Source: an optimization exercise on an open RTL-to-GDS flow (aim: small area, a short achievable clock period and few clock cycles). Production flows keep margins and buffers that such runs may drop. RTL that was checked went through simulation tests only; none was proved equivalent to the original. Only the layout flow was run in runs 1, 2 and 4; the RTL was not checked for function there. No driver is modelled on the clock port, so clocking that relies on it looks cheaper here than on a real chip. Power figures rest on the tool's default switching activity, not on a simulated workload.

File: flow/flow/run.sh
#!/bin/bash
# Standard ORFS layout, with buf_4 port buffers and repair_timing aiming at
# a setup slack of 6.9 ns (the design's natural period is far below the 10 ns clock).
set -euo pipefail
export BUFFER_PORTS_ARGS="-buffer_cell sky130_fd_sc_hd__buf_2"
export SETUP_SLACK_MARGIN=6.9
export CTS_ARGS="-sink_clustering_enable -repair_clock_nets -dont_use_dummy_load -buf_list sky130_fd_sc_hd__clkbuf_8 -sink_clustering_size 30"
export POST_FLOORPLAN_TCL=$PWD/flow/restructure.tcl RMP_LIB=$FLOW_HOME/platforms/sky130hd/lib/sky130_fd_sc_hd__tt_025C_1v80.lib
export POST_CTS_TCL=$PWD/flow/clkinv.tcl CLKINV_ROOT=sky130_fd_sc_hd__clkinv_16 CLKINV_LEAF=sky130_fd_sc_hd__clkinv_4 CLKINV_MARGIN=7.15
bash standard.sh cts > orfs_make.log 2>&1
# after the clock tree is rebuilt, repair against the faster clock
export SETUP_SLACK_MARGIN=7.15
bash standard.sh finish > orfs_make2.log 2>&1
File: flow/flow/clkinv.tcl
# Rebuild the two-level clock tree that CTS made (one root buffer feeding
# leaf buffers that feed the flip-flops) from inverters: root clkinv_16,
# leaves clkinv_4. Two inversions keep the clock's polarity, every flip-flop
# still sees the same two stages, and inverters have far less delay than
# clkbuf cells. Then re-run the standard timing repair and legalisation.
set db [ord::get_db]
set block [ord::get_db_block]
set clk_net [[$block findBTerm clk] getNet]
proc swap_to_inv { inst mname } {
  set db [ord::get_db]
  set block [ord::get_db_block]
  set a [[$inst findITerm A] getNet]
  set x [[$inst findITerm X] getNet]
  set name [$inst getName]
  set loc [$inst getLocation]
  set orient [$inst getOrient]
  odb::dbInst_destroy $inst
  set new [odb::dbInst_create $block [$db findMaster $mname] $name]
  $new setOrient $orient
  $new setLocation [lindex $loc 0] [lindex $loc 1]
  $new setPlacementStatus PLACED
  [$new findITerm A] connect $a
  [$new findITerm Y] connect $x
  $new setSourceType TIMING
}
# root: the clkbuf driven by the clock port
set roots {}
foreach it [$clk_net getITerms] {
  if { [string match sky130_fd_sc_hd__clkbuf_* [[[$it getInst] getMaster] getName]] } { lappend roots [$it getInst] }
}
if { [llength $roots] != 1 } { error "clkinv: expected one root buffer, found [llength $roots]" }
set root [lindex $roots 0]
set root_out [[$root findITerm X] getNet]
set leaves {}
set bad 0
foreach it [$root_out getITerms] {
  if { [$it isOutputSignal] } { continue }
  set inst [$it getInst]
  if { ![string match sky130_fd_sc_hd__clkbuf_* [[$inst getMaster] getName]] } { incr bad; continue }
  # every load of a leaf must be a flip-flop clock pin
  foreach lt [[[$inst findITerm X] getNet] getITerms] {
    if { [$lt isOutputSignal] } { continue }
    if { ![regexp {__(df|ed|sd)} [[[$lt getInst] getMaster] getName]] } { incr bad }
  }
  lappend leaves $inst
}
if { $bad } { error "clkinv: clock tree is not root -> leaf buffers -> flip-flops ($bad)" }
puts "clkinv: root [$root getName], [llength $leaves] leaves"
swap_to_inv $root $::env(CLKINV_ROOT)
foreach l $leaves { swap_to_inv $l $::env(CLKINV_LEAF) }
estimate_parasitics -placement
report_clock_latency
set ::env(SETUP_SLACK_MARGIN) $::env(CLKINV_MARGIN)
repair_timing_helper
detailed_placement
check_placement -verbose
estimate_parasitics -placement
report_clock_latency
report_worst_slack -max
File: flow/flow/downsize.tcl
# Size every combinational cell down to the smallest drive strength the
# platform allows; the flow's later repair steps size up what timing needs.
set db [ord::get_db]
set dont_use $::env(DONT_USE_CELLS)
set n 0
foreach inst [[ord::get_db_block] getInsts] {
  set m [[$inst getMaster] getName]
  if { ![regexp {^(sky130_fd_sc_hd__[a-z0-9]+)_(\d+)$} $m -> base drive] } { continue }
  if { [regexp {__(df|ed|sd|dl|tap|conb|fill|decap|clk)} $m] } { continue }
  foreach s {0 1 2 4} {
    set cand ${base}_$s
    if { $cand eq $m } { break }
    if { [lsearch -exact $dont_use $cand] >= 0 } { continue }
    set nm [$db findMaster $cand]
    if { $nm eq "NULL" } { continue }
    if { [$inst swapMaster $nm] } { incr n; break }
  }
}
puts "downsize: resized $n instances"
File: flow/flow/restructure.tcl
# Re-map the synthesized combinational logic for area (registers untouched),
# then size every combinational cell down to the smallest drive strength; the
# flow's later repair steps size up what timing needs.
# restructure reads a liberty file and ignores set_dont_use, so hand it a copy
# of the platform's library without the don't-use cells.
set rmp_dir $::env(RESULTS_DIR)/rmp
file mkdir $rmp_dir
set f [open $::env(RMP_LIB) r]
set lib [read $f]
close $f
set starts [regexp -all -indices -inline {\n\s*cell\s*\(\s*"?([A-Za-z0-9_]+)"?\s*\)} $lib]
set out ""
set prev 0
set dropped 0
for {set k 0} {$k < [llength $starts]} {incr k 2} {
  set s [lindex [lindex $starts $k] 0]
  set name [string range $lib {*}[lindex $starts [expr {$k + 1}]]]
  if { $k + 2 < [llength $starts] } {
    set e [expr {[lindex [lindex $starts [expr {$k + 2}]] 0] - 1}]
  } else {
    set e [expr {[string last "\}" $lib] - 1}]
  }
  set drop 0
  foreach pat $::env(DONT_USE_CELLS) { if { [string match $pat $name] } { set drop 1 } }
  append out [string range $lib $prev [expr {$s - 1}]]
  if { !$drop } { append out [string range $lib $s $e] } else { incr dropped }
  set prev [expr {$e + 1}]
}
append out [string range $lib $prev end]
set f [open $rmp_dir/rmp.lib w]
puts -nonewline $f $out
close $f
puts "restructure: library without $dropped don't-use cells"
restructure -target area -liberty_file $rmp_dir/rmp.lib \
  -tielo_port sky130_fd_sc_hd__conb_1/LO -tiehi_port sky130_fd_sc_hd__conb_1/HI \
  -work_dir $rmp_dir -abc_logfile $rmp_dir/abc.log
report_design_area
foreach inst [[ord::get_db_block] getInsts] {
  set m [[$inst getMaster] getName]
  foreach pat $::env(DONT_USE_CELLS) { if { [string match $pat $m] } { error "restructure: don't-use cell $m" } }
}
source [file join [file dirname [info script]] downsize.tcl]
File: flow/standard.sh
#!/bin/bash
# synth_recipe.tcl (not shown) runs the flow's synth.tcl, then flattens the netlist and writes it again
# the make line also repeats each setting of config.mk as NAME=value (left out here)
make -C /OpenROAD-flow-scripts/flow DESIGN_CONFIG=/design/flow/config.mk WORK_HOME=/design/flow/orfs CLKGATE_MAP_FILE= SYNTH_SCRIPT=/design/flow/synth_recipe.tcl "${@:-finish}"
File: flow/config.mk
export PLATFORM = sky130hd
export DESIGN_NAME = LZ77_Encoder
export DESIGN_NICKNAME = LZ77_Encoder
export VERILOG_FILES = /design/flow/design.v
export SDC_FILE = /design/flow/constraint.sdc
export NUM_CORES = 4
export LEC_CHECK = 0
export ABC_AREA = 1
export CAP_MARGIN = 20
export CORE_MARGIN = 2
export CORE_UTILIZATION = 50
export SLEW_MARGIN = 20
File: flow/constraint.sdc
create_clock -name core_clock -period 10.0 [get_ports {clk}]
set_input_delay 2.0000 -clock core_clock [delete_from_list [all_inputs] [get_ports {clk}]]
set_output_delay 2.0000 -clock core_clock [all_outputs]
set_load 0.01 [all_outputs]
File: flow/design.v
module LZ77_Encoder(clk,reset,chardata,valid,encode,finish,offset,match_len,char_nxt);
input 				clk;
input 				reset;
input 		[7:0] 	chardata;
output  	reg  valid;
output  			encode;
output  	reg	finish;
output  	reg [4:0] 	offset;
output  	reg [4:0] 	match_len;
output  		[7:0] 	char_nxt;
reg		[4*31-1:0]	hist;
reg		[29:0]		alive;
reg		[4:0]		len;
reg					fresh;	 
reg					full;	 
reg		[9:0]		ncnt;	 
wire	[9:0]		cnt = ~ncnt;	 
reg					late;	 
assign	encode = 1'b1;
assign	char_nxt = {2'b00, finish, 1'b0, hist[7:4]};
wire		run = ~cnt[9];
wire		eob = cnt[9] & ~|cnt[8:0];
reg		[29:0]		hv;
reg		[29:0]		m;
integer i;
always @(*)
begin
	for (i = 0; i < 30; i = i + 1)
	begin
		hv[i] = late | (cnt[4:0] > i);
		m[i] = (hist[4*(i+1) +: 4] == hist[3:0]);
	end
end
wire			go = run & (fresh | ~full);
wire	[29:0]	a = (fresh ? hv : alive) & m & {30{go}};
wire			emit = ~|a;
wire	[4:0]	cur = fresh ? 5'd0 : len;
reg		[4:0]	best;
always @(*)
begin
	best = 5'd0;
	for (i = 0; i < 30; i = i + 1)
		if (alive[i]) best = i;
end
always @(posedge clk or posedge reset)
begin
	if (reset)
	begin
		ncnt <= 10'h000;
		late <= 1'b0;
		valid <= 1'b0;
		finish <= 1'b0;
	end
	else
	begin
		ncnt <= ncnt - 10'd1;
		late <= run & (late | (&cnt[4:0]));
		valid <= ~finish & (eob | (run & emit));
		finish <= finish | eob;
	end
end
always @(posedge clk)
begin
	hist <= {hist[4*30-1:0], (cnt == 10'd511) ? 4'h4 : chardata[3:0]};
	alive <= a;
	len <= cur + 5'd1;	 
	match_len <= cur;
	fresh <= emit;
	full <= (cur == 5'd23);
	offset <= best;	 
end
endmodule
==> results of run 1 <==
==> layout make-up <==
type | instances | area (um2) | share of cell area [%]
tap | 176 | 220 | 3.27
timing repair buffer | 31 | 189 | 2.80
sequential | 184 | 3750 | 55.7
inverter | 40 | 184 | 2.73
clock inverter | 17 | 170 | 2.52
multi-input combinational | 344 | 2230 | 33.0
==> cells in the mapped netlist, types with 12 or more instances <==
cell	instances
nand4_1	14
nor4_1	22
inv_1	65
buf_2	13
o22ai_1	17
xnor2_1	39
nor3_1	12
buf_4	14
o21ai_0	18
xor2_1	36
a21oi_1	20
nor2_1	47
nand2_1	99
dfxtp_1	171
nand3_1	23
dfrtp_1	13
==> cells in the final DEF (no fill, tap or decap), types with 3 or more instances in the layout <==
master | netlist | final
a2111oi_1 | 0 | 6
a21oi_1 | 20 | 15
a221oi_1 | 9 | 22
a222oi_1 | 0 | 6
a22oi_1 | 1 | 11
a2bb2oi_1 | 0 | 8
buf_2 | 13 | 22
buf_4 | 14 | 6
buf_6 | 0 | 3
clkinv_1 | 0 | 32
clkinv_4 | 0 | 17
conb_1 | 2 | 8
dfrtp_1 | 13 | 13
dfxtp_1 | 171 | 168
dfxtp_2 | 0 | 3
nand2_1 | 99 | 25
nand3_1 | 23 | 5
nor2_1 | 47 | 58
nor2b_1 | 0 | 5
nor3_1 | 12 | 15
nor4_1 | 22 | 18
nor4_2 | 1 | 3
o2111a_1 | 1 | 3
o2111ai_1 | 9 | 11
o21a_1 | 4 | 7
o21ai_0 | 18 | 14
o221ai_1 | 2 | 5
o22ai_1 | 17 | 48
o2bb2ai_1 | 0 | 4
o311a_1 | 0 | 8
or2_0 | 1 | 3
or4_1 | 2 | 4
==> cells by family after synthesis <==
kind of cell / count (synthesis) / synth area share [%]
XOR/XNOR: 75 / 9.77
adder cells (fa/ha/maj): 6 / 1.12
AO/OA/AOI/OAI: 100 / 9.96
other: 2 / 0.112
buffers and inverters: 107 / 7.04
AND/OR/NAND/NOR: 235 / 16.2
flip-flops: 184 / 55.8
==> power breakdown <==
group | switching (uW) | internal [uW]
registers | 41.1 | 798
clock network | 248 | 41.4
logic | 151 | 105
==> flip-flops by register name, summed over array words and instances, names as in the netlist <==
signal	count
late	1
offset	5
ncnt	10
full	1
valid	1
fresh	1
match_len	5
len	5
finish	1
hist	124
alive	30
==> worst paths after layout <==
check / start / to / slack [ps] / cells after the start
min in group asynchronous: reset / finish$_DFF_PP0_ / 1690 / 2
max in group asynchronous: reset / ncnt[5]$_DFF_PP0_ / 8040 / 2
setup / recovery: hist[4]$_DFF_P_ / char_nxt[0] / 7200 / 1
hold / removal: hist[38]$_DFF_P_ / hist[42]$_DFF_P_ / 340 / 0
setup reg to reg: fresh$_DFF_P_ / valid$_DFF_PP0_ / 7250 / 13
hold reg to reg: hist[38]$_DFF_P_ / hist[42]$_DFF_P_ / 340 / 0
==> per-layer routing <==
layer,GRT usage (%),part of all wire (%),up-vias
li1,-,-,2265
met1,30.6,47,2273
met2,32.7,45,162
met3,5.89,6.0,22
met4,8.24,1.9,0
met5,0,0,-
==> metrics by stage <==
step	cells	power [uW]	hold slack [ps]	setup slack, ps
after floorplan	711	1030	326	7420
after global placement	772	1100	348	5840
after detailed placement	772	1100	351	5760
after global routing	792	1460	351	7060
final	792	1390	342	7200
==> flow_summary.html, run 1 <==
<table>
<tr><th>Metric</th><th>Value</th></tr>
<tr><th colspan="2">Floorplan</th></tr>
<tr><td>Vertical extent of the die</td><td>roughly 120 um</td></tr>
<tr><td>Die area</td><td>0.0144 mm2</td></tr>
<tr><td>Std-Cell Rows</td><td>42</td></tr>
<tr><td>Die Width</td><td>120 um</td></tr>
<tr><td>I/O Pins</td><td>31</td></tr>
<tr><td>Initial cell density of the core</td><td>51.0%</td></tr>
<tr><td>Core outline area</td><td>~0.013 mm2</td></tr>
<tr><th colspan="2">CTS</th></tr>
<tr><td>Sinks on Clock Net</td><td>184</td></tr>
<tr><td>TritonCTS clock tree</td><td>yes</td></tr>
<tr><td>Clock latency on the worst-skew pair</td><td>240 ps</td></tr>
<tr><td>Clk pin slew, worst setup/hold paths</td><td>approximately 100 ps</td></tr>
<tr><th colspan="2">Yosys</th></tr>
<tr><td>Top area cells in the synthesized netlist</td><td>dfxtp_1 (51%), nand2_1 (5.5%), xnor2_1 (5.1%)</td></tr>
<tr><td>Count of distinct cell types in the synthesized netlist</td><td>46</td></tr>
<tr><td>Number of synthesized flops with an enable pin</td><td>0</td></tr>
<tr><td>Sequential cell area fraction in the yosys report</td><td>between 50% and 60%</td></tr>
<tr><td>Share of Yosys cell area claimed by the top area cell type</td><td>50.9%</td></tr>
<tr><td>Most used DFF post-synth</td><td>dfxtp_1</td></tr>
<tr><td>Largest area contributor in the synthesized netlist</td><td>dfxtp_1</td></tr>
<tr><td>Flip-flop and latch count after synthesis</td><td>184</td></tr>
<tr><td>Syn avg cell area</td><td>9.48 um2</td></tr>
<tr><td>Yosys warning total</td><td>1</td></tr>
<tr><td>Asr flop ratio synth</td><td>7.07%</td></tr>
<tr><td>Syn Std Cell Area</td><td>0.00672 mm2</td></tr>
<tr><td>Gate count after technology mapping</td><td>709</td></tr>
<tr><th colspan="2">Layout</th></tr>
<tr><td>Ratio of cells with drive above 1 in the final layout</td><td>11.7%</td></tr>
<tr><td>Layout overhead on the synthesized area</td><td>0.317%</td></tr>
<tr><td>Fin nets</td><td>628</td></tr>
<tr><td>ANT cells</td><td>0</td></tr>
<tr><td>Final instance area</td><td>0.00674 mm2</td></tr>
<tr><td>Post-route core utilization</td><td>51.1%</td></tr>
<tr><td>Layout filler cell count</td><td>1233</td></tr>
<tr><th colspan="2">Outcome</th></tr>
<tr><td>Status</td><td>timing/DRC/antenna clean</td></tr>
<tr><th colspan="2">Min path</th></tr>
<tr><td>Path category of the worst min-delay check</td><td>reg2reg</td></tr>
<tr><th colspan="2">STA</th></tr>
<tr><td>Setup TNS</td><td>0 ps</td></tr>
<tr><td>Highest achievable clock rate</td><td>about 0.36 GHz</td></tr>
<tr><td>Number of hold violations in the final report</td><td>0</td></tr>
<tr><td>Number of slew-limit violations in the final report</td><td>0</td></tr>
<tr><td>Slew at the pin with the worst max-slew slack</td><td>651 ps</td></tr>
<tr><td>Unrepaired setup endpoints after global routing</td><td>yes</td></tr>
<tr><td>Final setup violation count</td><td>0</td></tr>
<tr><td>Clk_skew</td><td>31.0 ps</td></tr>
<tr><td>Final worst path period need</td><td>2800 ps</td></tr>
<tr><td>Max-slew headroom at the worst pin</td><td>a little under three fifths</td></tr>
<tr><td>Final period util</td><td>28.0%</td></tr>
<tr><th colspan="2">Pwr</th></tr>
<tr><td>Leakage</td><td>0.00253 uW</td></tr>
<tr><td>Max VDD drop</td><td>approximately 140 uV</td></tr>
<tr><td>Power per cell area</td><td>205 mW/mm2</td></tr>
<tr><th colspan="2">Placed design</th></tr>
<tr><td>Area of placed instances</td><td>0.00640 mm2</td></tr>
<tr><td>Weighted congestion reported at the end of routability-driven placement</td><td>about 0.91</td></tr>
<tr><td>Port buffer count</td><td>22</td></tr>
<tr><td>Post-DP HPWL</td><td>10300 um</td></tr>
<tr><th colspan="2">Global route</th></tr>
<tr><td>Via count of the first global-routing pass</td><td>4498</td></tr>
<tr><td>Aggregate global-route resource usage</td><td>22.0%</td></tr>
<tr><td>Total gr overflow</td><td>0</td></tr>
<tr><td>Pin count of the biggest net entering global routing</td><td>a little under 60</td></tr>
<tr><td>Antenna violations before repair</td><td>0</td></tr>
<tr><td>Global-route wire length before repair</td><td>approximately 24000 um</td></tr>
<tr><th colspan="2">Setup path</th></tr>
<tr><td>Category of the worst setup path launch point</td><td>register</td></tr>
<tr><td>Largest stage delay, worst path</td><td>390 ps</td></tr>
<tr><td>Kind of end point of the critical path</td><td>primary output</td></tr>
<tr><td>Cell-by-cell listing of the critical path</td><td>buf_2</td></tr>
<tr><td>Worst Path Arrival</td><td>800 ps</td></tr>
<tr><td>Startpoint-to-endpoint class of the critical path</td><td>reg2out</td></tr>
<tr><td>Critical path buffers and inverters</td><td>1</td></tr>
<tr><td>Cell with the largest stage delay on the worst path</td><td>dfxtp_1</td></tr>
<tr><td>Cell class contributing the biggest share of worst-path delay</td><td>flip-flops</td></tr>
<tr><td>Req. time, crit path</td><td>8000 ps</td></tr>
<tr><td>Largest fanout on the critical path</td><td>4</td></tr>
<tr><th colspan="2">Route</th></tr>
<tr><td>Antenna Nets Post-Route</td><td>0</td></tr>
<tr><td>Wirelength, routed</td><td>roughly 15000 um</td></tr>
<tr><td>DRC errors left</td><td>0</td></tr>
<tr><td>Via density per instance</td><td>5.96</td></tr>
<tr><td>Detail-routed net length per standard cell</td><td>19.0 um</td></tr>
<tr><td>Detailed-router iteration count before antenna repair</td><td>5</td></tr>
<tr><td>Number of DRC markers in iteration 0</td><td>489</td></tr>
<tr><td>Total vias in the final route</td><td>roughly 4.7k</td></tr>
<tr><th colspan="2">Flow run</th></tr>
<tr><td>Maxcap violations</td><td>0</td></tr>
</table>
==> run 2: changes to the inputs <==
--- a/flow/design.v
+++ b/flow/design.v
@@ -33,6 +33,6 @@
 end
 wire			go = run & (fresh | ~full);
-wire	[29:0]	a = (fresh ? hv : alive) & m & {30{go}};
-wire			emit = ~|a;
+wire	[29:0]	a = (fresh ? hv : alive) & m;
+wire			emit = ~go | ~|a;
 wire	[4:0]	cur = fresh ? 5'd0 : len;
 reg		[4:0]	best;
@@ -68,5 +68,5 @@
 	fresh <= emit;
 	full <= (cur == 5'd23);
-	offset <= best;	 
+	offset <= fresh ? 5'd0 : best;
 end
 endmodule
==> run 2 against run 1 <==
- sequential power is 0.7% lower
- flip-flop and latch count unchanged
- still clean on timing, DRC and antenna
- global-route usage shrank 0.84 points
- clock power about the same
- die area up 2.5%
- register-to-register slack improved by 30 ps
- critical path type unchanged
- highest routed layer unchanged
- synthesized cell count grew 0.56%
- clock skew is 8.1 ps lower
==> flow_summary.html, run 2 <==
<table>
<tr><th>Metric</th><th>Value</th></tr>
<tr><th colspan="2">Floorplan</th></tr>
<tr><td>Std-Cell Rows</td><td>42</td></tr>
<tr><td>Core outline area</td><td>0.0133 mm2</td></tr>
<tr><td>Vertical extent of the die</td><td>121 um</td></tr>
<tr><td>Initial cell density of the core</td><td>51.7%</td></tr>
<tr><td>Die Width</td><td>around 120 um</td></tr>
<tr><td>Die area</td><td>0.0147 mm2</td></tr>
<tr><td>I/O Pins</td><td>31</td></tr>
<tr><th colspan="2">CTS</th></tr>
<tr><td>TritonCTS clock tree</td><td>yes</td></tr>
<tr><td>Clk pin slew, worst setup/hold paths</td><td>about 90 ps</td></tr>
<tr><td>Clock latency on the worst-skew pair</td><td>250 ps</td></tr>
<tr><td>Sinks on Clock Net</td><td>184</td></tr>
<tr><th colspan="2">Layout</th></tr>
<tr><td>Layout overhead on the synthesized area</td><td>-1.85%</td></tr>
<tr><td>Ratio of cells with drive above 1 in the final layout</td><td>10.8%</td></tr>
<tr><td>Fin nets</td><td>630</td></tr>
<tr><td>Total area of sequential cells</td><td>around 0.0038 mm2</td></tr>
<tr><td>ANT cells</td><td>0</td></tr>
<tr><td>Footprint of the multi-input gates</td><td>0.00225 mm2</td></tr>
<tr><td>Layout filler cell count</td><td>around 1.2k</td></tr>
<tr><td>Most common cell after layout, fill and taps aside</td><td>dfxtp_1</td></tr>
<tr><td>Max FFs per register</td><td>between 100 and 150</td></tr>
<tr><td>Commonest cells after routing, fill and taps aside</td><td>dfxtp_1 (169), nor2_1 (53), clkinv_1 (45)</td></tr>
<tr><td>Most flop-heavy register</td><td>hist</td></tr>
<tr><td>Number of standard cells in the final layout excluding fillers</td><td>approximately 800</td></tr>
<tr><td>Post-route core utilization</td><td>roughly 51%</td></tr>
<tr><td>Biggest regs</td><td>hist (124), alive (30), ncnt (10)</td></tr>
<tr><th colspan="2">Min path</th></tr>
<tr><td>Path category of the worst min-delay check</td><td>reg2reg</td></tr>
<tr><th colspan="2">Pwr</th></tr>
<tr><td>Power per cell area</td><td>206 mW/mm2</td></tr>
<tr><td>Max VDD drop</td><td>around 140 uV</td></tr>
<tr><td>P_sw</td><td>between 400 and 500 uW</td></tr>
<tr><td>Switching power as a share of total power</td><td>about a third</td></tr>
<tr><td>Clock network fraction of total power</td><td>20.9%</td></tr>
<tr><td>Overall Power</td><td>1400 uW</td></tr>
<tr><td>P_int</td><td>945 uW</td></tr>
<tr><td>Share of power burned in registers</td><td>59.7%</td></tr>
<tr><td>Logic gate share of total power</td><td>19.4%</td></tr>
<tr><td>Leakage</td><td>roughly 0.0025 uW</td></tr>
<tr><th colspan="2">Setup path</th></tr>
<tr><td>Cell class contributing the biggest share of worst-path delay</td><td>flip-flops</td></tr>
<tr><td>Largest fanout on the critical path</td><td>4</td></tr>
<tr><td>Req. time, crit path</td><td>roughly 8000 ps</td></tr>
<tr><td>Kind of end point of the critical path</td><td>primary output</td></tr>
<tr><td>Cell-by-cell listing of the critical path</td><td>buf_2</td></tr>
<tr><td>Critical path buffers and inverters</td><td>1</td></tr>
<tr><td>R2R setup slack</td><td>7280 ps</td></tr>
<tr><td>Worst Path Arrival</td><td>about 820 ps</td></tr>
<tr><td>Category of the worst setup path launch point</td><td>register</td></tr>
<tr><td>Cell with the largest stage delay on the worst path</td><td>dfrtp_1</td></tr>
<tr><td>Startpoint-to-endpoint class of the critical path</td><td>reg2out</td></tr>
<tr><td>Largest stage delay, worst path</td><td>420 ps</td></tr>
<tr><th colspan="2">Route</th></tr>
<tr><td>Wirelength, routed</td><td>14700 um</td></tr>
<tr><td>Via density per instance</td><td>5.74</td></tr>
<tr><td>Total vias in the final route</td><td>between 4k and 5k</td></tr>
<tr><td>Number of DRC markers in iteration 0</td><td>around 320</td></tr>
<tr><td>Detail-routed net length per standard cell</td><td>18.6 um</td></tr>
<tr><td>Detailed-router iteration count before antenna repair</td><td>5</td></tr>
<tr><td>DRC errors left</td><td>0</td></tr>
<tr><td>Antenna Nets Post-Route</td><td>0</td></tr>
<tr><th colspan="2">STA</th></tr>
<tr><td>Clk_skew</td><td>22.8 ps</td></tr>
<tr><td>Setup TNS</td><td>0 ps</td></tr>
<tr><td>Highest achievable clock rate</td><td>0.354 GHz</td></tr>
<tr><td>Unrepaired setup endpoints after global routing</td><td>yes</td></tr>
<tr><td>Final worst path period need</td><td>2820 ps</td></tr>
<tr><td>Number of hold violations in the final report</td><td>0</td></tr>
<tr><td>Number of slew-limit violations in the final report</td><td>0</td></tr>
<tr><td>Final setup violation count</td><td>0</td></tr>
<tr><td>Max-slew headroom at the worst pin</td><td>46.4%</td></tr>
<tr><td>Slew at the pin with the worst max-slew slack</td><td>around 780 ps</td></tr>
<tr><td>Final period util</td><td>~28%</td></tr>
<tr><td>Worst hold margin</td><td>around 340 ps</td></tr>
<tr><th colspan="2">Yosys</th></tr>
<tr><td>Top-count cell post-synth</td><td>dfxtp_1</td></tr>
<tr><td>Flip-flop and latch count after synthesis</td><td>184</td></tr>
<tr><td>Number of synthesized flops with an enable pin</td><td>0</td></tr>
<tr><td>Count of distinct cell types in the synthesized netlist</td><td>53</td></tr>
<tr><td>Share of Yosys cell area claimed by the top area cell type</td><td>49.6%</td></tr>
<tr><td>Top area cells in the synthesized netlist</td><td>dfxtp_1 (50%), xor2_1 (8.0%), xnor2_1 (5.0%)</td></tr>
<tr><td>Asr flop ratio synth</td><td>7.07%</td></tr>
<tr><td>Most used DFF post-synth</td><td>dfxtp_1</td></tr>
<tr><td>Syn avg cell area</td><td>roughly 9.7 um2</td></tr>
<tr><td>Syn Std Cell Area</td><td>0.00690 mm2</td></tr>
<tr><td>Sequential cell area fraction in the yosys report</td><td>a little over half</td></tr>
<tr><td>Gate count after technology mapping</td><td>713</td></tr>
<tr><td>Yosys warning total</td><td>1</td></tr>
<tr><td>Largest area contributor in the synthesized netlist</td><td>dfxtp_1</td></tr>
<tr><td>Top cells by instance count after synthesis</td><td>dfxtp_1 (171), nand2_1 (86), inv_1 (67)</td></tr>
<tr><th colspan="2">Global route</th></tr>
<tr><td>Global-route wire length before repair</td><td>23400 um</td></tr>
<tr><td>Via count of the first global-routing pass</td><td>4359</td></tr>
<tr><td>Total gr overflow</td><td>0</td></tr>
<tr><td>Pin count of the biggest net entering global routing</td><td>53</td></tr>
<tr><td>Aggregate global-route resource usage</td><td>21.1%</td></tr>
<tr><td>Antenna violations before repair</td><td>0</td></tr>
<tr><th colspan="2">Outcome</th></tr>
<tr><td>Status</td><td>timing/DRC/antenna clean</td></tr>
<tr><th colspan="2">Placed design</th></tr>
<tr><td>Cells after DPL</td><td>776</td></tr>
<tr><td>Weighted congestion reported at the end of routability-driven placement</td><td>between 0.8 and 0.9</td></tr>
<tr><td>Port buffer count</td><td>22</td></tr>
<tr><td>Post-DP HPWL</td><td>10100 um</td></tr>
<tr><th colspan="2">Flow run</th></tr>
<tr><td>Maxcap violations</td><td>0</td></tr>
</table>
==> run 2: changes by cell type after synthesis, sizes merged, moves of 4 or more <==
cell     change
nand2       -13
o21a         -4
o2111ai      -7
buf          +5
a221oi       -4
nand3        -5
or2         +10
o22ai       -13
nor2         +9
xor2        +27
clkbuf       -7
==> run 2: layer usage <==
metal | share of wire, % | vias up | track usage [%]
li1 | - | 2237 | -
met1 | 47 | 2157 | 28.8
met2 | 46 | 140 | 32.4
met3 | 5.7 | 21 | 5.73
met4 | 1.4 | 0 | 7.40
met5 | 0 | - | 0
==> run 2: per-stage QoR <==
stage | cell area, um2 | worst slack, ps
finish | 6770 | 7180
detailed placement | 6470 | 6380
global route | 6770 | 7120
global placement | 6470 | 6440
floorplan | 6900 | 7450
==> run 2: path summary, 6_finish.rpt <==
check	startpoint	end	cells past startpoint
setup / recovery	finish$_DFF_PP0_	finish	1
hold / removal	hist[53]$_DFF_P_	hist[57]$_DFF_P_	0
setup reg to reg	hist[3]$_SDFF_PN0_	valid$_DFF_PP0_	11
hold reg to reg	hist[53]$_DFF_P_	hist[57]$_DFF_P_	0
max in group asynchronous	reset	ncnt[6]$_DFF_PP0_	2
min in group asynchronous	reset	ncnt[9]$_DFF_PP0_	2
==> run 2: cells by family (layout without fill, tap and decap cells) <==
logic type	after synthesis	in the layout	share of synthesized area (%)
XOR/XNOR	102	7	13.0
other	2	8	0.109
adder cells (fa/ha/maj)	6	0	1.09
AND/OR/NAND/NOR	240	135	17.0
buffers and inverters	108	96	7.57
AO/OA/AOI/OAI	71	188	6.89
flip-flops	184	184	54.4
==> run 2: area by class of cell <==
cell class,count,area share [%]
clock inverters,17,2.51
inverters,48,2.83
multi-input cells,338,33.2
flip-flops and latches,184,55.4
well taps,176,3.25
repair buffers,31,2.79
==> run 2: power groups by stage <==
stage / logic (uW) / clock network [uW] / registers (uW)
2_1_floorplan: 210 / 0 / 847
3_3_place_gp: 255 / 0 / 847
3_5_place_dp: 257 / 0 / 849
5_1_grt: 297 / 330 / 842
6_report: 271 / 292 / 834
==> run 3: changes to the inputs <==
--- a/flow/design.v
+++ b/flow/design.v
@@ -14,6 +14,5 @@
 reg					fresh;	 
 reg					full;	 
-reg		[9:0]		ncnt;	 
-wire	[9:0]		cnt = ~ncnt;	 
+reg		[9:0]		cnt;	 
 reg					late;	 
 assign	encode = 1'b1;
@@ -33,6 +32,6 @@
 end
 wire			go = run & (fresh | ~full);
-wire	[29:0]	a = (fresh ? hv : alive) & m;
-wire			emit = ~go | ~|a;
+wire	[29:0]	a = (fresh ? hv : alive) & m & {30{go}};
+wire			emit = ~|a;
 wire	[4:0]	cur = fresh ? 5'd0 : len;
 reg		[4:0]	best;
@@ -47,5 +46,5 @@
 	if (reset)
 	begin
-		ncnt <= 10'h000;
+		cnt <= 10'h3ff;
 		late <= 1'b0;
 		valid <= 1'b0;
@@ -54,5 +53,5 @@
 	else
 	begin
-		ncnt <= ncnt - 10'd1;
+		cnt <= cnt + 10'd1;
 		late <= run & (late | (&cnt[4:0]));
 		valid <= ~finish & (eob | (run & emit));
@@ -68,5 +67,5 @@
 	fresh <= emit;
 	full <= (cur == 5'd23);
-	offset <= fresh ? 5'd0 : best;
+	offset <= best;	 
 end
 endmodule
--- a/flow/flow/run.sh
+++ b/flow/flow/run.sh
@@ -7,5 +7,5 @@
 export CTS_ARGS="-sink_clustering_enable -repair_clock_nets -dont_use_dummy_load -buf_list sky130_fd_sc_hd__clkbuf_8 -sink_clustering_size 30"
 export POST_FLOORPLAN_TCL=$PWD/flow/restructure.tcl RMP_LIB=$FLOW_HOME/platforms/sky130hd/lib/sky130_fd_sc_hd__tt_025C_1v80.lib
-export POST_CTS_TCL=$PWD/flow/clkinv.tcl CLKINV_ROOT=sky130_fd_sc_hd__clkinv_16 CLKINV_LEAF=sky130_fd_sc_hd__clkinv_4 CLKINV_MARGIN=7.15
+export POST_CTS_TCL=$PWD/flow/clkinv.tcl CLKINV_ROOT=sky130_fd_sc_hd__clkinv_16 CLKINV_LEAF=sky130_fd_sc_hd__clkinv_8 CLKINV_MARGIN=7.15
 bash standard.sh cts > orfs_make.log 2>&1
 # after the clock tree is rebuilt, repair against the faster clock
==> run 3 against run 2 <==
- worst setup slack lost 31 ps
- critical path type unchanged
- largest power group unchanged
- critical path depth is the same
- cell count grew 1.9%
- die area grew 0.42%
- first-iteration DRC count grew 45%
- area after synthesis grew 0.44%
- utilization shrank 0.53 points
- highest routed layer unchanged
- combinational power is essentially flat
==> flow_summary.html, run 3 <==
<table>
<tr><th>Metric</th><th>Value</th></tr>
<tr><th colspan="2">Pwr</th></tr>
<tr><td>P_int</td><td>978 uW</td></tr>
<tr><td>Max VDD drop</td><td>165 uV</td></tr>
<tr><td>Leakage</td><td>0.00261 uW</td></tr>
<tr><td>Logic gate share of total power</td><td>between 10% and 20%</td></tr>
<tr><td>Clock network fraction of total power</td><td>24.9%</td></tr>
<tr><td>Share of power burned in registers</td><td>between 50% and 60%</td></tr>
<tr><td>Power per cell area</td><td>about 220 mW/mm2</td></tr>
<tr><td>P_sw</td><td>roughly 500 uW</td></tr>
<tr><td>Switching power as a share of total power</td><td>34.0%</td></tr>
<tr><th colspan="2">STA</th></tr>
<tr><td>Final worst path period need</td><td>approximately 2900 ps</td></tr>
<tr><td>Final period util</td><td>28.5%</td></tr>
<tr><td>Least setup slack across all paths after layout</td><td>7150 ps</td></tr>
<tr><td>Highest achievable clock rate</td><td>between 0.3 and 0.4 GHz</td></tr>
<tr><td>Max-slew headroom at the worst pin</td><td>between 50% and 60%</td></tr>
<tr><td>Clk_skew</td><td>33.2 ps</td></tr>
<tr><td>Setup TNS</td><td>0 ps</td></tr>
<tr><td>Number of slew-limit violations in the final report</td><td>0</td></tr>
<tr><td>Unrepaired setup endpoints after global routing</td><td>yes</td></tr>
<tr><td>Final setup violation count</td><td>0</td></tr>
<tr><td>Slew at the pin with the worst max-slew slack</td><td>roughly 620 ps</td></tr>
<tr><td>Number of hold violations in the final report</td><td>0</td></tr>
<tr><th colspan="2">Placed design</th></tr>
<tr><td>Weighted congestion reported at the end of routability-driven placement</td><td>around 0.90</td></tr>
<tr><td>Post-DP HPWL</td><td>10100 um</td></tr>
<tr><td>Port buffer count</td><td>22</td></tr>
<tr><td>Post-place setup slack</td><td>5930 ps</td></tr>
<tr><td>Cells after DPL</td><td>a little under 800</td></tr>
<tr><th colspan="2">Flow run</th></tr>
<tr><td>Maxcap violations</td><td>0</td></tr>
<tr><th colspan="2">Global route</th></tr>
<tr><td>Met2 demand-to-capacity share in global routing</td><td>about a third</td></tr>
<tr><td>Total gr overflow</td><td>0</td></tr>
<tr><td>Via count of the first global-routing pass</td><td>4563</td></tr>
<tr><td>Routing usage on met3</td><td>5.52%</td></tr>
<tr><td>Pin count of the biggest net entering global routing</td><td>59</td></tr>
<tr><td>Antenna violations before repair</td><td>0</td></tr>
<tr><td>Global-route track usage on met1</td><td>28.8%</td></tr>
<tr><td>Aggregate global-route resource usage</td><td>21.4%</td></tr>
<tr><td>Global-route wire length before repair</td><td>24200 um</td></tr>
<tr><td>Most crowded layer after global routing</td><td>met2</td></tr>
<tr><th colspan="2">Floorplan</th></tr>
<tr><td>I/O Pins</td><td>31</td></tr>
<tr><td>Initial cell density of the core</td><td>between 50% and 60%</td></tr>
<tr><td>Die Width</td><td>roughly 120 um</td></tr>
<tr><td>Core outline area</td><td>0.0137 mm2</td></tr>
<tr><td>Std-Cell Rows</td><td>43</td></tr>
<tr><td>Vertical extent of the die</td><td>122 um</td></tr>
<tr><td>Die area</td><td>0.0148 mm2</td></tr>
<tr><th colspan="2">Route</th></tr>
<tr><td>Number of DRC markers in iteration 0</td><td>roughly 460</td></tr>
<tr><td>Antenna Nets Post-Route</td><td>0</td></tr>
<tr><td>Via density per instance</td><td>approximately 5.9</td></tr>
<tr><td>Detail-routed net length per standard cell</td><td>18.8 um</td></tr>
<tr><td>DRC errors left</td><td>0</td></tr>
<tr><td>Wirelength, routed</td><td>15200 um</td></tr>
<tr><td>Detailed-router iteration count before antenna repair</td><td>5</td></tr>
<tr><td>Total vias in the final route</td><td>between 4k and 5k</td></tr>
<tr><th colspan="2">Yosys</th></tr>
<tr><td>Gate count after technology mapping</td><td>735</td></tr>
<tr><td>Top-count cell post-synth</td><td>dfxtp_1</td></tr>
<tr><td>Count of distinct cell types in the synthesized netlist</td><td>47</td></tr>
<tr><td>Number of synthesized flops with an enable pin</td><td>0</td></tr>
<tr><td>Most used DFF post-synth</td><td>dfxtp_1</td></tr>
<tr><td>Top cells by instance count after synthesis</td><td>dfxtp_1 (171), nand2_1 (105), inv_1 (69)</td></tr>
<tr><td>Share of Yosys cell area claimed by the top area cell type</td><td>roughly half</td></tr>
<tr><td>Asr flop ratio synth</td><td>7.07%</td></tr>
<tr><td>Top area cells in the synthesized netlist</td><td>dfxtp_1 (49%), xor2_1 (6.7%), nand2_1 (5.7%)</td></tr>
<tr><td>Syn Std Cell Area</td><td>0.00693 mm2</td></tr>
<tr><td>Flip-flop and latch count after synthesis</td><td>184</td></tr>
<tr><td>Yosys warning total</td><td>1</td></tr>
<tr><td>Largest area contributor in the synthesized netlist</td><td>dfxtp_1</td></tr>
<tr><td>Syn avg cell area</td><td>9.42 um2</td></tr>
<tr><td>Sequential cell area fraction in the yosys report</td><td>around 54%</td></tr>
<tr><th colspan="2">Setup path</th></tr>
<tr><td>Req. time, crit path</td><td>8000 ps</td></tr>
<tr><td>Largest fanout on the critical path</td><td>3</td></tr>
<tr><td>Startpoint of the lowest-slack register-to-register path</td><td>fresh$_DFF_P_</td></tr>
<tr><td>Reg2Reg Capture Point</td><td>valid$_DFF_PP0_</td></tr>
<tr><td>Category of the worst setup path launch point</td><td>register</td></tr>
<tr><td>Cell with the largest stage delay on the worst path</td><td>dfrtp_1</td></tr>
<tr><td>Cell class contributing the biggest share of worst-path delay</td><td>flip-flops</td></tr>
<tr><td>Startpoint-to-endpoint class of the critical path</td><td>reg2out</td></tr>
<tr><td>Critical path buffers and inverters</td><td>1</td></tr>
<tr><td>Worst Path Arrival</td><td>~850 ps</td></tr>
<tr><td>Path depth of the worst reg2reg path</td><td>12</td></tr>
<tr><td>Largest stage delay, worst path</td><td>400 ps</td></tr>
<tr><td>Cell-by-cell listing of the critical path</td><td>buf_2</td></tr>
<tr><td>Kind of end point of the critical path</td><td>primary output</td></tr>
<tr><td>R2R setup slack</td><td>7280 ps</td></tr>
<tr><th colspan="2">CTS</th></tr>
<tr><td>Clk pin slew, worst setup/hold paths</td><td>around 80 ps</td></tr>
<tr><td>Sinks on Clock Net</td><td>184</td></tr>
<tr><td>TritonCTS clock tree</td><td>yes</td></tr>
<tr><td>Clock latency on the worst-skew pair</td><td>330 ps</td></tr>
<tr><th colspan="2">Min path</th></tr>
<tr><td>Path category of the worst min-delay check</td><td>reg2reg</td></tr>
<tr><td>Hold_sp</td><td>hist[98]$_DFF_P_</td></tr>
<tr><td>Cell depth of the worst min-delay path</td><td>0</td></tr>
<tr><td>Hold EP</td><td>hist[102]$_DFF_P_</td></tr>
<tr><th colspan="2">Layout</th></tr>
<tr><td>ANT cells</td><td>0</td></tr>
<tr><td>Number of standard cells in the final layout excluding fillers</td><td>809</td></tr>
<tr><td>Fin nets</td><td>approximately 640</td></tr>
<tr><td>Biggest regs</td><td>hist (124), alive (30), cnt (10)</td></tr>
<tr><td>Most flop-heavy register</td><td>hist</td></tr>
<tr><td>Max FFs per register</td><td>124</td></tr>
<tr><td>Layout overhead on the synthesized area</td><td>-0.614%</td></tr>
<tr><td>Commonest cells after routing, fill and taps aside</td><td>dfxtp_1 (164), nor2_1 (82), o22ai_1 (48)</td></tr>
<tr><td>Ratio of cells with drive above 1 in the final layout</td><td>12.7%</td></tr>
<tr><td>Most common cell after layout, fill and taps aside</td><td>dfxtp_1</td></tr>
<tr><th colspan="2">Outcome</th></tr>
<tr><td>Status</td><td>timing/DRC/antenna clean</td></tr>
</table>
run 3: layout make-up:
cell class,instances,area [um2]
clock inverter,17,290
fill,1252,6840
inverter,40,164
multi-input combinational,356,2200
sequential,184,3770
tap,180,225
timing repair buffer,32,226
run 3: logic make-up after synthesis:
logic type               count (synthesis)  synth area share (%)
buffers and inverters                  117                  8.09
AND/OR/NAND/NOR                        248                  16.6
AO/OA/AOI/OAI                          101                  10.0
flip-flops                             184                  54.3
other                                    2                 0.108
XOR/XNOR                                76                  9.61
adder cells (fa/ha/maj)                  7                  1.26
run 3: power groups by stage:
| stage | clock (uW) | combinational, uW | sequential (uW) |
|---|---|---|---|
| 5_1_grt | 415 | 300 | 847 |
| 2_1_floorplan | 0 | 185 | 846 |
| 3_3_place_gp | 0 | 238 | 850 |
| 3_5_place_dp | 0 | 241 | 851 |
| 6_report | 369 | 272 | 839 |
run 3: worst max path at each step:
stage / start / end / slack (ps) / cells past startpoint
global route: finish$_DFF_PP0_ / char_nxt[5] / 7090 / 1
finish: finish$_DFF_PP0_ / char_nxt[5] / 7150 / 1
floorplan: finish$_DFF_PP0_ / char_nxt[5] / 7430 / 1
global placement: fresh$_DFF_P_ / valid$_DFF_PP0_ / 5930 / 12
detailed placement: fresh$_DFF_P_ / valid$_DFF_PP0_ / 5930 / 12
run 3: routing by layer:
metal / vias up / wire [um]
met5: - / 0
met4: 0 / 350
met3: 27 / 951
met2: 192 / 6990
met1: 2288 / 6930
li1: 2297 / -
run 3: per-stage QoR:
stage                     utilization (%)  power [uW]  cell area [um2]  hold slack, ps
final                                50.2        1480             6880             349
after global routing                 50.2        1560             6880             359
after detailed placement             46.9        1090             6430             342
after global placement               46.9        1090             6430             344
after floorplan                         -        1030             6930             326
Testbench counts of run 3, summed over its fixed seeds: cycles 16,448.
==> run 4: changes to the inputs <==
--- a/flow/design.v
+++ b/flow/design.v
@@ -14,10 +14,17 @@
 reg					fresh;	 
 reg					full;	 
-reg		[9:0]		cnt;	 
+reg		[9:5]		cnt;
+reg		[2:0]		tl;
+reg		[6:0]		th;
 reg					late;	 
 assign	encode = 1'b1;
 assign	char_nxt = {2'b00, finish, 1'b0, hist[7:4]};
+wire		lo_max = tl[2];				 
+wire		low_max = tl[2] & th[6];	 
+wire		low_zero = ~tl[0] & ~th[0];	 
 wire		run = ~cnt[9];
-wire		eob = cnt[9] & ~|cnt[8:0];
+wire		eob = cnt[9] & ~|cnt[8:5] & low_zero;
+wire		last = ~cnt[9] & (&cnt[8:5]) & low_max;	 
+wire	[3:0]	nxt = last ? 4'h4 : chardata[3:0];
 reg		[29:0]		hv;
 reg		[29:0]		m;
@@ -27,5 +34,6 @@
 	for (i = 0; i < 30; i = i + 1)
 	begin
-		hv[i] = late | (cnt[4:0] > i);
+		hv[i] = late | ((i / 4 < 7) ? th[i / 4] : 1'b0)
+			| (((i / 4 == 0) ? 1'b1 : th[(i / 4) - 1]) & ((i % 4 < 3) ? tl[i % 4] : 1'b0));
 		m[i] = (hist[4*(i+1) +: 4] == hist[3:0]);
 	end
@@ -46,5 +54,7 @@
 	if (reset)
 	begin
-		cnt <= 10'h3ff;
+		cnt <= 5'h1f;
+		tl <= 3'b111;
+		th <= 7'h7f;
 		late <= 1'b0;
 		valid <= 1'b0;
@@ -53,6 +63,10 @@
 	else
 	begin
-		cnt <= cnt + 10'd1;
-		late <= run & (late | (&cnt[4:0]));
+		tl <= lo_max ? 3'b000 : {tl[1:0], 1'b1};
+		if (lo_max)
+			th <= th[6] ? 7'h00 : {th[5:0], 1'b1};
+		if (low_max)
+			cnt <= cnt + 5'd1;
+		late <= run & (late | low_max);
 		valid <= ~finish & (eob | (run & emit));
 		finish <= finish | eob;
@@ -61,5 +75,5 @@
 always @(posedge clk)
 begin
-	hist <= {hist[4*30-1:0], (cnt == 10'd511) ? 4'h4 : chardata[3:0]};
+	hist <= {hist[4*30-1:0], nxt};
 	alive <= a;
 	len <= cur + 5'd1;	 
--- a/flow/flow/run.sh
+++ b/flow/flow/run.sh
@@ -7,5 +7,5 @@
 export CTS_ARGS="-sink_clustering_enable -repair_clock_nets -dont_use_dummy_load -buf_list sky130_fd_sc_hd__clkbuf_8 -sink_clustering_size 30"
 export POST_FLOORPLAN_TCL=$PWD/flow/restructure.tcl RMP_LIB=$FLOW_HOME/platforms/sky130hd/lib/sky130_fd_sc_hd__tt_025C_1v80.lib
-export POST_CTS_TCL=$PWD/flow/clkinv.tcl CLKINV_ROOT=sky130_fd_sc_hd__clkinv_16 CLKINV_LEAF=sky130_fd_sc_hd__clkinv_8 CLKINV_MARGIN=7.15
+export POST_CTS_TCL=$PWD/flow/clkinv.tcl CLKINV_ROOT=sky130_fd_sc_hd__clkinv_16 CLKINV_LEAF=sky130_fd_sc_hd__clkinv_4 CLKINV_MARGIN=7.15
 bash standard.sh cts > orfs_make.log 2>&1
 # after the clock tree is rebuilt, repair against the faster clock
==> run 4 against run 3 <==
- still clean on timing, DRC and antenna
- area after synthesis decreased by 0.72%
- sequential power increased by 2%
- register-to-register slack got worse by 40 ps
- clock power decreased by about 20%
- flip-flop and latch count increased by 5
- synthesized cell count decreased by 5.7%
- final area decreased by 0.40%
- die area decreased by 0.70%
- utilization increased by 1.2 points
- via count decreased by 1.9%
==> flow_summary.html, run 4 <==
<table>
<tr><th>Metric</th><th>Value</th></tr>
<tr><th colspan="2">Floorplan</th></tr>
<tr><td>Die area</td><td>about 0.015 mm2</td></tr>
<tr><td>Core outline area</td><td>0.0133 mm2</td></tr>
<tr><td>Initial cell density of the core</td><td>~52%</td></tr>
<tr><td>Die Width</td><td>121 um</td></tr>
<tr><td>Std-Cell Rows</td><td>42</td></tr>
<tr><td>I/O Pins</td><td>31</td></tr>
<tr><td>Vertical extent of the die</td><td>121 um</td></tr>
<tr><th colspan="2">Setup path</th></tr>
<tr><td>Largest fanout on the critical path</td><td>4</td></tr>
<tr><td>Worst Path Arrival</td><td>800 ps</td></tr>
<tr><td>Startpoint-to-endpoint class of the critical path</td><td>reg2out</td></tr>
<tr><td>Kind of end point of the critical path</td><td>primary output</td></tr>
<tr><td>Cell with the largest stage delay on the worst path</td><td>dfxtp_1</td></tr>
<tr><td>Largest stage delay, worst path</td><td>400 ps</td></tr>
<tr><td>Critical path buffers and inverters</td><td>1</td></tr>
<tr><td>Req. time, crit path</td><td>8000 ps</td></tr>
<tr><td>Cell-by-cell listing of the critical path</td><td>buf_2</td></tr>
<tr><td>Category of the worst setup path launch point</td><td>register</td></tr>
<tr><td>Cell class contributing the biggest share of worst-path delay</td><td>flip-flops</td></tr>
<tr><th colspan="2">Yosys</th></tr>
<tr><td>Top area cells in the synthesized netlist</td><td>dfxtp_1 (50%), dfstp_2 (5.7%), nand2_1 (5.5%)</td></tr>
<tr><td>Top-count cell post-synth</td><td>dfxtp_1</td></tr>
<tr><td>Flip-flop and latch count after synthesis</td><td>around 190</td></tr>
<tr><td>Share of Yosys cell area claimed by the top area cell type</td><td>49.8%</td></tr>
<tr><td>Top cells by instance count after synthesis</td><td>dfxtp_1 (171), nand2_1 (101), inv_1 (60)</td></tr>
<tr><td>Gate count after technology mapping</td><td>roughly 690</td></tr>
<tr><td>Yosys warning total</td><td>1</td></tr>
<tr><td>Syn Std Cell Area</td><td>0.00688 mm2</td></tr>
<tr><td>Number of synthesized flops with an enable pin</td><td>0</td></tr>
<tr><td>Count of distinct cell types in the synthesized netlist</td><td>49</td></tr>
<tr><td>Largest area contributor in the synthesized netlist</td><td>dfxtp_1</td></tr>
<tr><td>Sequential cell area fraction in the yosys report</td><td>56.6%</td></tr>
<tr><td>Syn avg cell area</td><td>9.92 um2</td></tr>
<tr><td>Most used DFF post-synth</td><td>dfxtp_1</td></tr>
<tr><td>Asr flop ratio synth</td><td>under 10%</td></tr>
<tr><th colspan="2">Route</th></tr>
<tr><td>Number of DRC markers in iteration 0</td><td>348</td></tr>
<tr><td>Wirelength, routed</td><td>between 15000 and 20000 um</td></tr>
<tr><td>Total vias in the final route</td><td>4713</td></tr>
<tr><td>Detail-routed net length per standard cell</td><td>around 19 um</td></tr>
<tr><td>Antenna Nets Post-Route</td><td>0</td></tr>
<tr><td>Via density per instance</td><td>about 6.0</td></tr>
<tr><td>DRC errors left</td><td>0</td></tr>
<tr><td>Detailed-router iteration count before antenna repair</td><td>5</td></tr>
<tr><th colspan="2">Global route</th></tr>
<tr><td>Pin count of the biggest net entering global routing</td><td>between 50 and 60</td></tr>
<tr><td>Global-route track usage on met1</td><td>30.4%</td></tr>
<tr><td>Total gr overflow</td><td>0</td></tr>
<tr><td>Antenna violations before repair</td><td>0</td></tr>
<tr><td>Via count of the first global-routing pass</td><td>between 4k and 5k</td></tr>
<tr><td>Global-route wire length before repair</td><td>roughly 25000 um</td></tr>
<tr><td>Most crowded layer after global routing</td><td>met2</td></tr>
<tr><td>Met2 demand-to-capacity share in global routing</td><td>between 30% and 40%</td></tr>
<tr><td>Routing usage on met3</td><td>4.79%</td></tr>
<tr><td>Aggregate global-route resource usage</td><td>21.9%</td></tr>
<tr><th colspan="2">Layout</th></tr>
<tr><td>ANT cells</td><td>0</td></tr>
<tr><td>Layout overhead on the synthesized area</td><td>-0.291%</td></tr>
<tr><td>Max FFs per register</td><td>124</td></tr>
<tr><td>Fin nets</td><td>625</td></tr>
<tr><td>Ratio of cells with drive above 1 in the final layout</td><td>13.5%</td></tr>
<tr><td>Final instance area</td><td>between 0.006 and 0.007 mm2</td></tr>
<tr><td>Most common cell after layout, fill and taps aside</td><td>dfxtp_1</td></tr>
<tr><td>Most flop-heavy register</td><td>hist</td></tr>
<tr><td>Commonest cells after routing, fill and taps aside</td><td>dfxtp_1 (166), nor2_1 (61), o22ai_1 (47)</td></tr>
<tr><td>Biggest regs</td><td>hist (124), alive (30), th (7)</td></tr>
<tr><th colspan="2">STA</th></tr>
<tr><td>Highest achievable clock rate</td><td>~0.36 GHz</td></tr>
<tr><td>Number of slew-limit violations in the final report</td><td>0</td></tr>
<tr><td>Final worst path period need</td><td>2800 ps</td></tr>
<tr><td>Final period util</td><td>28.0%</td></tr>
<tr><td>Number of hold violations in the final report</td><td>0</td></tr>
<tr><td>Max-slew headroom at the worst pin</td><td>51.5%</td></tr>
<tr><td>Setup TNS</td><td>0 ps</td></tr>
<tr><td>Unrepaired setup endpoints after global routing</td><td>yes</td></tr>
<tr><td>Clk_skew</td><td>21.2 ps</td></tr>
<tr><td>Slew at the pin with the worst max-slew slack</td><td>721 ps</td></tr>
<tr><td>Final setup violation count</td><td>0</td></tr>
<tr><th colspan="2">CTS</th></tr>
<tr><td>TritonCTS clock tree</td><td>yes</td></tr>
<tr><td>Sinks on Clock Net</td><td>189</td></tr>
<tr><td>Clock latency on the worst-skew pair</td><td>250 ps</td></tr>
<tr><td>Clk pin slew, worst setup/hold paths</td><td>90 ps</td></tr>
<tr><th colspan="2">Outcome</th></tr>
<tr><td>Status</td><td>timing/DRC/antenna clean</td></tr>
<tr><th colspan="2">Placed design</th></tr>
<tr><td>Port buffer count</td><td>22</td></tr>
<tr><td>Area of placed instances</td><td>about 0.0066 mm2</td></tr>
<tr><td>Weighted congestion reported at the end of routability-driven placement</td><td>0.813</td></tr>
<tr><td>Post-DP HPWL</td><td>10300 um</td></tr>
<tr><th colspan="2">Flow run</th></tr>
<tr><td>Maxcap violations</td><td>0</td></tr>
<tr><th colspan="2">Min path</th></tr>
<tr><td>Path category of the worst min-delay check</td><td>reg2reg</td></tr>
<tr><th colspan="2">Pwr</th></tr>
<tr><td>Max VDD drop</td><td>148 uV</td></tr>
<tr><td>Power per cell area</td><td>205 mW/mm2</td></tr>
<tr><td>Leakage</td><td>about 0.0025 uW</td></tr>
</table>
==> run 4: cell count changes after synthesis, moves of 8 or more <==
cell / delta
xor2_1: -22
xnor2_1: +14
nor3_1: -11
nand3_1: -10
inv_1: -9
nor2_1: -8
==> run 4: power breakdown <==
| group | switching [uW] | internal (uW) |
|---|---|---|
| registers | 38.0 | 819 |
| clock network | 253 | 41.4 |
| logic | 150 | 102 |
| total | 441 | 962 |
==> run 4: path summary, 6_finish.rpt <==
kind / depth (start not counted) / startpoint / end / slack (ps)
max: 1 / hist[6]$_DFF_P_ / char_nxt[2] / 7200
min: 0 / hist[54]$_DFF_P_ / hist[58]$_DFF_P_ / 350
max reg2reg: 10 / hist[2]$_SDFF_PP1_ / valid$_DFF_PP0_ / 7240
min reg2reg: 0 / hist[54]$_DFF_P_ / hist[58]$_DFF_P_ / 350
max in group asynchronous: 2 / reset / th[4]$_DFFE_PP1P_ / 7880
min in group asynchronous: 2 / reset / valid$_DFF_PP0_ / 1770
==> run 4: layer usage <==
layer | part of all wire [%] | vias up
met1 | 48 | 2261
li1 | - | 2289
met5 | 0 | -
met3 | 4.6 | 21
met4 | 1.9 | 0
met2 | 46 | 142
==> run 4: worst register-to-register path, stage by stage, from the launching register on <==
cell and delay [ps]:
dfxtp_2 530, clkinv_4 280, buf_4 310, a2bb2oi_1 220
o2111ai_1 120, nor4_1 660, nor4_2 120, nand4_1 130
nor2_1 70, a21oi_1 160, nor2_1 50
==> run 4: cell type report <==
type                    instances  area (um2)
fillers                      1268        6490
flip-flops and latches        189        3900
multi-input cells             342        2250
well taps                     176         220
clock inverters                17         170
inverters                      37         163
repair buffers                 28         155
==> run 4: cells by family (layout without fill, tap and decap cells) <==
family                   Yosys count  in the layout  synth area share (%)
AND/OR/NAND/NOR                  224            141                  15.6
flip-flops                       189            189                  56.6
buffers and inverters            105             82                  7.99
AO/OA/AOI/OAI                    101            190                  10.3
XOR/XNOR                          68              2                  8.66
adder cells (fa/ha/maj)            4              0                 0.728
other                              2              8                 0.109
multiplexers                       0              1                     0
==> run 4: through the flow <==
step	instances	total power [uW]	hold slack (ps)	setup slack (ps)	util [%]
after floorplan	695	1050	332	7430	-
after global placement	772	1110	349	6130	49.3
after detailed placement	772	1120	348	6040	49.3
after global routing	789	1480	363	7050	51.4
final	789	1400	348	7200	51.4

[port drivers added, routing unchanged]
The results above use ideal ports. As a check the final layouts listed here were re-extracted and re-timed, cells and wires unchanged. Step 1 (the two cells are an assumption about what drives the block):
set clk [get_ports {clk}]
set_driving_cell -lib_cell sky130_fd_sc_hd__clkbuf_16 $clk
set_driving_cell -lib_cell sky130_fd_sc_hd__buf_2 [delete_from_list [all_inputs] $clk]
Step 2 moves the port delays by t, midway between the first and last clock arrival at a register: inputs arrive t later, outputs are due t later. That takes back most of the time a late clock gives input paths. a / b / c = ideal ports / drivers / drivers and shift; a / b = the first two.
run | shift t [ns] | setup slack, ns | worst setup path at the end
run 1 | 0.306 | 7.204 / 7.130 / 7.253 | register to register
run 2 | 0.317 | 7.178 / 7.104 / 7.276 | register to register
run 3 | 0.389 | 7.148 / 7.074 / 7.277 | register to register
run 4 | 0.309 | 7.196 / 7.122 / 7.241 | register to register
After both steps every run listed still meets setup and hold.
